Source: an optimization exercise on an open RTL-to-GDS flow (aim: small area, a short achievable clock period and few clock cycles). Production flows keep margins and buffers that such runs may drop.
Only simulation tests tie the RTL to the original design; equivalence was not proved.
Power and IR drop assume default switching activity.

Design core_riscv, start of the top module:
module core_riscv (
    input  logic        clk,
    input  logic        rst_i,
    input  logic [31:0] imem_data_i,
    output logic [31:0] imem_addr_o,
    output logic        imem_rd_en_o,
    input  logic [31:0] dmem_data_i,
    output logic [31:0] dmem_data_o,
    output logic [31:0] dmem_addr_o,
    output logic        dmem_rd_en_o,
    output logic        dmem_wr_en_o,
    output logic [1:0]  dmem_size_o,
    output logic        dmem_sign_o
);
    logic [9:0]  pc_f;       
    logic [9:0]  pc_i;       
    logic        pc_f1, pc_i1;   
    logic        i_valid;
    logic        stall_r;    
    logic [31:0] ir;
    logic [31:0] pc_r;       
    logic [31:0] npc;        
    logic        use_npc;
    logic [31:0] et_r;       
    logic        use_et;     
    logic        r_valid;
    logic        is_lui, is_auipc, is_jal, is_jalr, is_br, is_ld, is_st, is_opi, is_op;
    logic        r_wr, use1, use2, r_pred, r_redi;
    logic [31:0] e_op1, e_op2, e_x;    
    logic [4:0]  e_rd;
    logic [2:0]  e_f3;
    logic        e_sub, e_s_add, e_s_slt, e_s_sltu, e_s_xor, e_s_or, e_s_and, e_s_sh, e_s_link;
    logic        e_shl, e_sra;
    logic        e_brq, e_jalrq, e_ldq, e_stq, e_wrq, e_kill;    
    logic        e_br, e_jalr, e_ld, e_st, e_wr, e_pred, e_k2, e_k3;
    assign e_br   = e_brq   & ~e_kill;
    assign e_jalr = e_jalrq & ~e_kill;
    assign e_ld   = e_ldq   & ~e_kill;
    assign e_st   = e_stq   & ~e_kill;
    assign e_wr   = e_wrq   & ~e_kill;
    logic [31:0] m_res, m_sd;
    logic [4:0]  m_rd;
    logic [1:0]  m_size;
    logic        m_sign, m_ld, m_st, m_wr;
    logic [31:0] w_res;
    logic [4:0]  w_rd;
  ...
For scale: about 5800 cells after synthesis, ~1400 flip-flops, about 68000 um^2 of cells after synthesis.
==> flow/config.mk <==
export PLATFORM = sky130hd
export DESIGN_NAME = core_riscv
export DESIGN_NICKNAME = core_riscv
export VERILOG_FILES = /design/flow/design.v
export SDC_FILE = /design/flow/constraint.sdc
export NUM_CORES = 4
export LEC_CHECK = 0
export CAP_MARGIN = 20
export CORE_MARGIN = 2
export CORE_UTILIZATION = 40
export CTS_BUF_LIST = sky130_fd_sc_hd__clkbuf_16
export CTS_CLUSTER_DIAMETER = 80
export CTS_CLUSTER_SIZE = 24
export PLACE_DENSITY = 0.6
export SLEW_MARGIN = 20
export SETUP_SLACK_MARGIN = 6.5
==> flow/constraint.sdc <==
create_clock -name core_clock -period 10.0 [get_ports {clk}]
set_input_delay 2.0000 -clock core_clock [delete_from_list [all_inputs] [get_ports {clk}]]
set_output_delay 2.0000 -clock core_clock [all_outputs]
set_load 0.01 [all_outputs]
standard.sh (not shown) runs the stock make flow with config.mk's settings and CLKGATE_MAP_FILE= SYNTH_SCRIPT=/design/flow/synth_recipe.tcl, a recipe that flattens the netlist after the stock synthesis.
==> flow/flow/run.sh <==
#!/bin/bash
set -euo pipefail
echo 'export SETUP_SLACK_MARGIN = 6.5' >> config.mk
bash standard.sh > standard.log 2>&1
The first run ran to the end with no violations.
Testbench counts at the start, summed over its fixed seeds: cycles 59,197.
==> next run, changes <==
==> flow/flow/run.sh (replaced) <==
#!/bin/bash
set -euo pipefail
echo 'export SETUP_SLACK_MARGIN = 6' >> config.mk
bash standard.sh > standard.log 2>&1
--- a/flow/config.mk
+++ b/flow/config.mk
@@ -9,3 +9,3 @@
 export CORE_MARGIN = 2
-export CORE_UTILIZATION = 40
+export CORE_UTILIZATION = 60
 export CTS_BUF_LIST = sky130_fd_sc_hd__clkbuf_16
@@ -13,4 +13,4 @@
 export CTS_CLUSTER_SIZE = 24
-export PLACE_DENSITY = 0.6
+export PLACE_DENSITY = 0.75
 export SLEW_MARGIN = 20
-export SETUP_SLACK_MARGIN = 6.5
+export SETUP_SLACK_MARGIN = 6
The new run finished clean. Area after synthesis stays the same. Routed wire length goes down by about 10%. Count of clock-buffer cells in the layout stays the same.
==> next run, changes <==
--- a/flow/config.mk
+++ b/flow/config.mk
@@ -9,3 +9,3 @@
 export CORE_MARGIN = 2
-export CORE_UTILIZATION = 60
+export CORE_UTILIZATION = 40
 export CTS_BUF_LIST = sky130_fd_sc_hd__clkbuf_16
@@ -13,3 +13,3 @@
 export CTS_CLUSTER_SIZE = 24
-export PLACE_DENSITY = 0.75
+export PLACE_DENSITY = 0.6
 export SLEW_MARGIN = 20
Global-route usage goes down by 15 points.
Clock-buffer cell count goes up by 2.
Hold slack improves by 9.2 ps.
Power goes up by 3.0%.
Area after synthesis is unchanged.
Setup slack improves by 160 ps.
Sequential share of layout area goes down by 1.0 points.
Core utilization goes down by 21 points.
==> next run, changes <==
==> flow/flow/run.sh (replaced) <==
#!/bin/bash
set -euo pipefail
echo 'export SETUP_SLACK_MARGIN = 6.8' >> config.mk
bash standard.sh > standard.log 2>&1
--- a/flow/config.mk
+++ b/flow/config.mk
@@ -15,2 +15,2 @@
 export SLEW_MARGIN = 20
-export SETUP_SLACK_MARGIN = 6
+export SETUP_SLACK_MARGIN = 6.8
After rerunning: Utilization came out higher by 5.4 points; combinational power went up by 32%; final area increases by 12%.
==> next run, changes <==
==> flow/flow/run.sh (replaced) <==
#!/bin/bash
set -euo pipefail
echo 'export SETUP_SLACK_MARGIN = 6.2' >> config.mk
bash standard.sh > standard.log 2>&1
--- a/flow/config.mk
+++ b/flow/config.mk
@@ -15,2 +15,2 @@
 export SLEW_MARGIN = 20
-export SETUP_SLACK_MARGIN = 6.8
+export SETUP_SLACK_MARGIN = 6.2
Die area does not change.
Wire length is lower by a few percent.
Utilization fell by 4.3 points.
Worst hold slack is worse by 13 ps.
Total power is lower slightly.
Synthesized cell count does not change.
Combinational power drops by about a fifth.
Worst setup slack degrades by 220 ps.
Maximum frequency came out lower by a few percent.

---

## delta
Another version of the RTL of core_riscv (not shown whole).
Size in the first run: about 5500 cells after synthesis, ~170 I/O pins, roughly 66000 um2 of cells after synthesis.
==> flow/config.mk <==
export PLATFORM = sky130hd
export DESIGN_NAME = core_riscv
export DESIGN_NICKNAME = core_riscv
export VERILOG_FILES = /design/flow/design.v
export SDC_FILE = /design/flow/constraint.sdc
export NUM_CORES = 4
export LEC_CHECK = 0
export CAP_MARGIN = 20
export CORE_MARGIN = 2
export CORE_UTILIZATION = 40
export CTS_BUF_LIST = sky130_fd_sc_hd__clkbuf_16
export CTS_CLUSTER_DIAMETER = 80
export CTS_CLUSTER_SIZE = 24
export PLACE_DENSITY = 0.6
export SLEW_MARGIN = 20
export SETUP_SLACK_MARGIN = 6.5
==> flow/constraint.sdc <==
create_clock -name core_clock -period 10.0 [get_ports {clk}]
set_input_delay 2.0000 -clock core_clock [delete_from_list [all_inputs] [get_ports {clk}]]
set_output_delay 2.0000 -clock core_clock [all_outputs]
set_load 0.01 [all_outputs]
==> flow/flow/run.sh <==
#!/bin/bash
set -euo pipefail
echo 'export SETUP_SLACK_MARGIN = 6.5' >> config.mk
bash standard.sh > standard.log 2>&1
delta finished every step from synthesis to the final layout, and the layout passed the timing, DRC and antenna checks.
Testbench counts of delta, summed over its fixed seeds: cycles 59,197.
Edits applied to the flow inputs when going from delta to beta:
Settings: SETUP_SLACK_MARGIN now 5, was 6.5.
==> flow/run.sh (new file) <==
#!/bin/bash
# synth_recipe.tcl (not shown) runs the flow's synth.tcl, then flattens the netlist and writes it again
# the make line also repeats each setting of config.mk as NAME=value (left out here)
make -C /OpenROAD-flow-scripts/flow DESIGN_CONFIG=/design/flow/config.mk WORK_HOME=/design/flow/orfs CLKGATE_MAP_FILE= SYNTH_SCRIPT=/design/flow/synth_recipe.tcl finish
removed: flow/flow/run.sh
removed: flow/standard.sh
[summary]
- Final clock period utilization by the worst path (lower): delta
- Higher final instance count without filler cells goes to delta over beta.
- In beta the clock power share turned out 1.6 points higher than in delta.
- beta vs. delta: final area went down by 6800 um2.
- Diff delta and beta: highest achievable clock rate higher in delta
- Taking delta as the reference, in beta number of placement rows about even, cell count along the critical path fell by 2, last weighted congestion value of the routability-driven placer -4.3%, post-layout total power went down.

---

Setup of P:
core_riscv, a different RTL version from the one above (not shown whole).
For scale: ~5400 cells after synthesis.
==> flow/design.v (excerpt) <==
module core_riscv (
    input  logic        clk,
    input  logic        rst_i,
    input  logic [31:0] imem_data_i,
    output logic [31:0] imem_addr_o,
    output logic        imem_rd_en_o,
    input  logic [31:0] dmem_data_i,
    output logic [31:0] dmem_data_o,
    output logic [31:0] dmem_addr_o,
    output logic        dmem_rd_en_o,
    output logic        dmem_wr_en_o,
    output logic [1:0]  dmem_size_o,
    output logic        dmem_sign_o
);
Settings: LEC_CHECK=0, CAP_MARGIN=20, CORE_MARGIN=2, CORE_UTILIZATION=40, CTS_BUF_LIST=sky130_fd_sc_hd__clkbuf_16, CTS_CLUSTER_DIAMETER=80, CTS_CLUSTER_SIZE=24, PLACE_DENSITY=0.6, SLEW_MARGIN=20, SETUP_SLACK_MARGIN=6.4; clock period 10.0 ns.
==> flow/flow/run.sh <==
#!/bin/bash
set -euo pipefail
echo 'export SETUP_SLACK_MARGIN = 6.4' >> config.mk
bash standard.sh > standard.log 2>&1
P reached the final stage; the timing, DRC and antenna checks on its layout passed.
Testbench counts of P, summed over its fixed seeds: cycles 59,197.
What Q does differently from P at the input level:
Settings: changing SETUP_SLACK_MARGIN from 6.4 to 6.2.
==> flow/flow/run.sh <==
#!/bin/bash
set -euo pipefail
echo 'export SETUP_SLACK_MARGIN = 6.2' >> config.mk
bash standard.sh > standard.log 2>&1
Results
Across both runs, global-route usage was lower for Q than for P.
Largest fanout on the critical path: Q vs P up 3
| placed instance area | Q vs P | ≈ equal |
The setup slack of Q falls short of that of P by 0.099 ns.
Q: synthesis-to-layout area growth 1.9 points below P
On vias after detailed routing, P loses to Q.
Routed wire length was higher in the run labelled P.
First-pass GRT wire length: higher on P

## port drivers added, routing unchanged
Ports are ideal in the flow. The routed layouts listed here were re-timed in OpenROAD.
Step 1 (the two cells are an assumption about what drives the block):
set clk [get_ports {clk}]
set_driving_cell -lib_cell sky130_fd_sc_hd__clkbuf_16 $clk
set_driving_cell -lib_cell sky130_fd_sc_hd__buf_2 [delete_from_list [all_inputs] $clk]
Step 2, shift: input delay + t, output delay - t, t = (earliest + latest rising clock arrival at the registers) / 2. This alone moves slack from input paths to output paths.
Slacks: no drivers / after step 1 / after step 2; pairs: no drivers / after step 1.
run	t, ns	setup WS [ns]	worst register clock-pin slew, ns
the first run of note 1	0.825	6.091 / 6.091 / 5.450	0.11 / 0.11
the second run of note 1	0.793	5.668 / 5.668 / 5.341	0.11 / 0.11
the third run of note 1	0.843	5.827 / 5.827 / 5.285	0.11 / 0.11
the fourth run of note 1	0.854	6.235 / 6.235 / 5.517	0.11 / 0.11
the fifth run of note 1	0.834	6.015 / 6.015 / 5.360	0.10 / 0.10
delta	0.824	5.382 / 5.382 / 4.761	0.11 / 0.11
beta	0.820	5.041 / 5.041 / 4.512	0.11 / 0.11
P	0.865	6.157 / 6.157 / 5.464	0.11 / 0.11
Q	0.839	6.058 / 6.058 / 5.418	0.11 / 0.11
After both steps every run listed still meets setup and hold. For the fourth run of note 1, which loses most, drivers alone change the setup slack by 0.000 ns; drivers and shift together by -0.718 ns.
